Source: an optimization exercise on an open RTL-to-GDS flow (aim: a short achievable clock period and few clock cycles). Production flows keep margins and buffers that such runs may drop.
Where RTL was checked, it was by simulation tests only, not by an equivalence proof against the original.
Power and IR drop assume default switching activity.

== run A ==
// theProcessor
module theProcessor(clk,
                    rst,
                    imem_addr,
                    imem_rdata,
                    dmem_addr,
                    dmem_wdata,
                    dmem_we,
                    dmem_rdata);
For scale: ~1700 flip-flops, about 78000 um^2 of cells after synthesis.
==> flow/config.mk <==
export PLATFORM = sky130hd
export DESIGN_NAME = theProcessor
export DESIGN_NICKNAME = theProcessor
export VERILOG_FILES = /design/flow/design.v
export SDC_FILE = /design/flow/constraint.sdc
export NUM_CORES = 4
export LEC_CHECK = 0
export ABC_CLOCK_PERIOD_IN_PS = 1000
export CAP_MARGIN = 20
export CORE_MARGIN = 2
export CORE_UTILIZATION = 40
export SETUP_SLACK_MARGIN = 5
export SLEW_MARGIN = 20
export TNS_END_PERCENT = 100
==> flow/constraint.sdc <==
create_clock -name core_clock -period 9.0 [get_ports {clk}]
set_input_delay 1.8000 -clock core_clock [delete_from_list [all_inputs] [get_ports {clk}]]
set_output_delay 1.8000 -clock core_clock [all_outputs]
set_load 0.01 [all_outputs]
run.sh (not shown) runs the stock make flow with config.mk's settings and CLKGATE_MAP_FILE= SYNTH_SCRIPT=/design/flow/synth_recipe.tcl, a recipe that flattens the netlist after the stock synthesis.
No stage failed in run A, and the final checks on the layout all came back clean.
The following lists how run B was set up differently from run A:
==> flow/flow/run.sh (new file) <==
#!/bin/bash
set -euo pipefail
bash standard.sh SETUP_SLACK_MARGIN=5.7 finish > standard_flow.log 2>&1
==> flow/standard.sh (new file) <==
#!/bin/bash
# synth_recipe.tcl (not shown) runs the flow's synth.tcl, then flattens the netlist and writes it again
# the make line also repeats each setting of config.mk as NAME=value (left out here)
make -C /OpenROAD-flow-scripts/flow DESIGN_CONFIG=/design/flow/config.mk WORK_HOME=/design/flow/orfs CLKGATE_MAP_FILE= SYNTH_SCRIPT=/design/flow/synth_recipe.tcl "${@:-finish}"
removed: flow/run.sh
Results
Run B ended up with a lower clock group share of total power than run A did.
Run B -> run A: synthesis-stage register bit count delta 0, exact match
When the final numbers for run A and run B were put side by side, the cell count turned out to be greater in run B.
When run B is measured against run A, its mean number of vias per cell turns out about 1.5% higher.
Flip-flop and latch count essentially unchanged between run A and run B.
Going from run A to run B, detailed-routed wire length on met3 now sits higher, share of power burned in combinational logic picked up an extra 3.3 points.
No functional check of the RTL was part of any run of this note.

theProcessor, a different RTL version from the one above (not shown whole).
For scale: about 5,000 cells after synthesis, roughly 160 I/O pins.
## theProcessor
module theProcessor(clk,
                    rst,
                    imem_addr,
                    imem_rdata,
                    dmem_addr,
                    dmem_wdata,
                    dmem_we,
                    dmem_rdata);
    input clk;
    input rst;
   output [31:0] imem_addr;
    input [31:0] imem_rdata;
   output [31:0] dmem_addr;
   output [31:0] dmem_wdata;
   output dmem_we;
    input [31:0] dmem_rdata;
   reg  [31:0] pc;
   reg  [31:0] pc_o;          
   reg         id_valid;
   reg  [31:0] id_ir;
   reg  [31:0] id_pc;
   reg         ex_we;         
   reg         ex_lw;
   reg         ex_sw;
   reg         ex_br;         
   reg  [4:0]  ex_dst;
   reg  [31:0] ex_a;          
   reg  [31:0] ex_b;          
   reg  [31:0] ex_bx;         
   reg  [31:0] ex_sd;         
   reg  [31:0] ex_target;
   reg         ex_sub;        
   reg         ex_slt;
   reg         ex_and;
   reg         ex_or;
   reg         ex_add;        
   reg         ex_fa;         
   reg         ex_fb;         
   reg         ex_fs;         
   reg         ex_fs_ld;      
   reg         mem_we;
   reg         mem_lw;
   reg         mem_sw;
   reg  [4:0]  mem_dst;
   reg  [31:0] mem_res;
   reg  [31:0] mem_wdata;
   reg         wb_we;
   reg  [4:0]  wb_dst;
  ...
export LEC_CHECK = 0
export ABC_CLOCK_PERIOD_IN_PS = 1000
export CAP_MARGIN = 20
export CORE_MARGIN = 2
export CORE_UTILIZATION = 55
export PLACE_DENSITY = 0.7
export SETUP_SLACK_MARGIN = 5
export SLEW_MARGIN = 20
export TNS_END_PERCENT = 100
create_clock -name core_clock -period 9.0 [get_ports {clk}]
standard.sh (not shown) runs the stock make flow with config.mk's settings and CLKGATE_MAP_FILE= SYNTH_SCRIPT=/design/flow/synth_recipe.tcl, a recipe that flattens the netlist after the stock synthesis.
==> flow/flow/run.sh <==
#!/bin/bash
set -euo pipefail
bash standard.sh SETUP_SLACK_MARGIN=5.7 finish > standard_flow.log 2>&1
Testbench counts at the start, summed over its fixed seeds: cycles 13,401.
Next try:
CORE_UTILIZATION = 40   (was 55)
PLACE_DENSITY = default   (was 0.7)
The new run completed without violations; synthesized area is unchanged; via count barely changes; synthesized cell count is unchanged; total power is higher slightly.

## north
Another version of the RTL of theProcessor (not shown whole).
Size in the first run: ~4400 cells after synthesis, about 1300 flip-flops, ~160 I/O pins, about 66000 sq um of cells after synthesis.
clock: 9.0 ns
lec_check: 0
abc_clock_period_in_ps: 1000
cap_margin: 20
core_margin: 2
core_utilization: 40
setup_slack_margin: 5
slew_margin: 20
tns_end_percent: 100
run.sh (not shown) runs the stock make flow with config.mk's settings and CLKGATE_MAP_FILE= SYNTH_SCRIPT=/design/flow/synth_recipe.tcl, a recipe that flattens the netlist after the stock synthesis.
Stock flow here: none of the scripts above is used.
Testbench counts of north, summed over its fixed seeds: cycles 14,362.
Inputs modified between north and south:
Settings: ABC_CLOCK_PERIOD_IN_PS: 1000 -> 2500.
## What came out
- ~same clock-pin slew of the registers on the worst-case setup and hold paths in north and south
- Going from north to south, met3 track demand over resource in global routing ~0 delta; number of ordinary and repair buffers in the finished layout ~0 delta; total length of routed wires ~0 delta.

-- re-timing with driven ports --
No port has a modelled driver above. Below, the same layouts with a new extraction and two added sets of constraints. Step 1 assumes that a clkbuf_16 drives the clock port and a buf_2 every other input. Step 2 times the ports against the registers' clock, not the clock port: input delays grow and output delays shrink by t, the midpoint of the rising clock arrivals with the driver on. Three values: ideal, step 1, step 2; two values: the first two.
run | t (ns) | setup WS [ns] | worst setup path after step 2 | latest minus earliest clock arrival (ns) | worst data-port slew with drivers (ns)
run A | 0.903 | 4.987 / 4.978 / 4.172 | input to register | 0.079 / 0.079 | 0.22
run B | 0.899 | 5.283 / 5.312 / 4.413 | input to register | 0.080 / 0.080 | 0.26
the first run of note 2 | 0.893 | 5.303 / 5.333 / 4.440 | input to register | 0.064 / 0.065 | 0.15
the second run of note 2 | 0.899 | 5.283 / 5.312 / 4.413 | input to register | 0.080 / 0.080 | 0.26
north | 0.837 | 4.048 / 4.076 / 3.239 | input to register | 0.038 / 0.037 | 0.09
south | 0.837 | 4.048 / 4.076 / 3.239 | input to register | 0.038 / 0.037 | 0.09
After both steps every run listed still meets setup and hold.
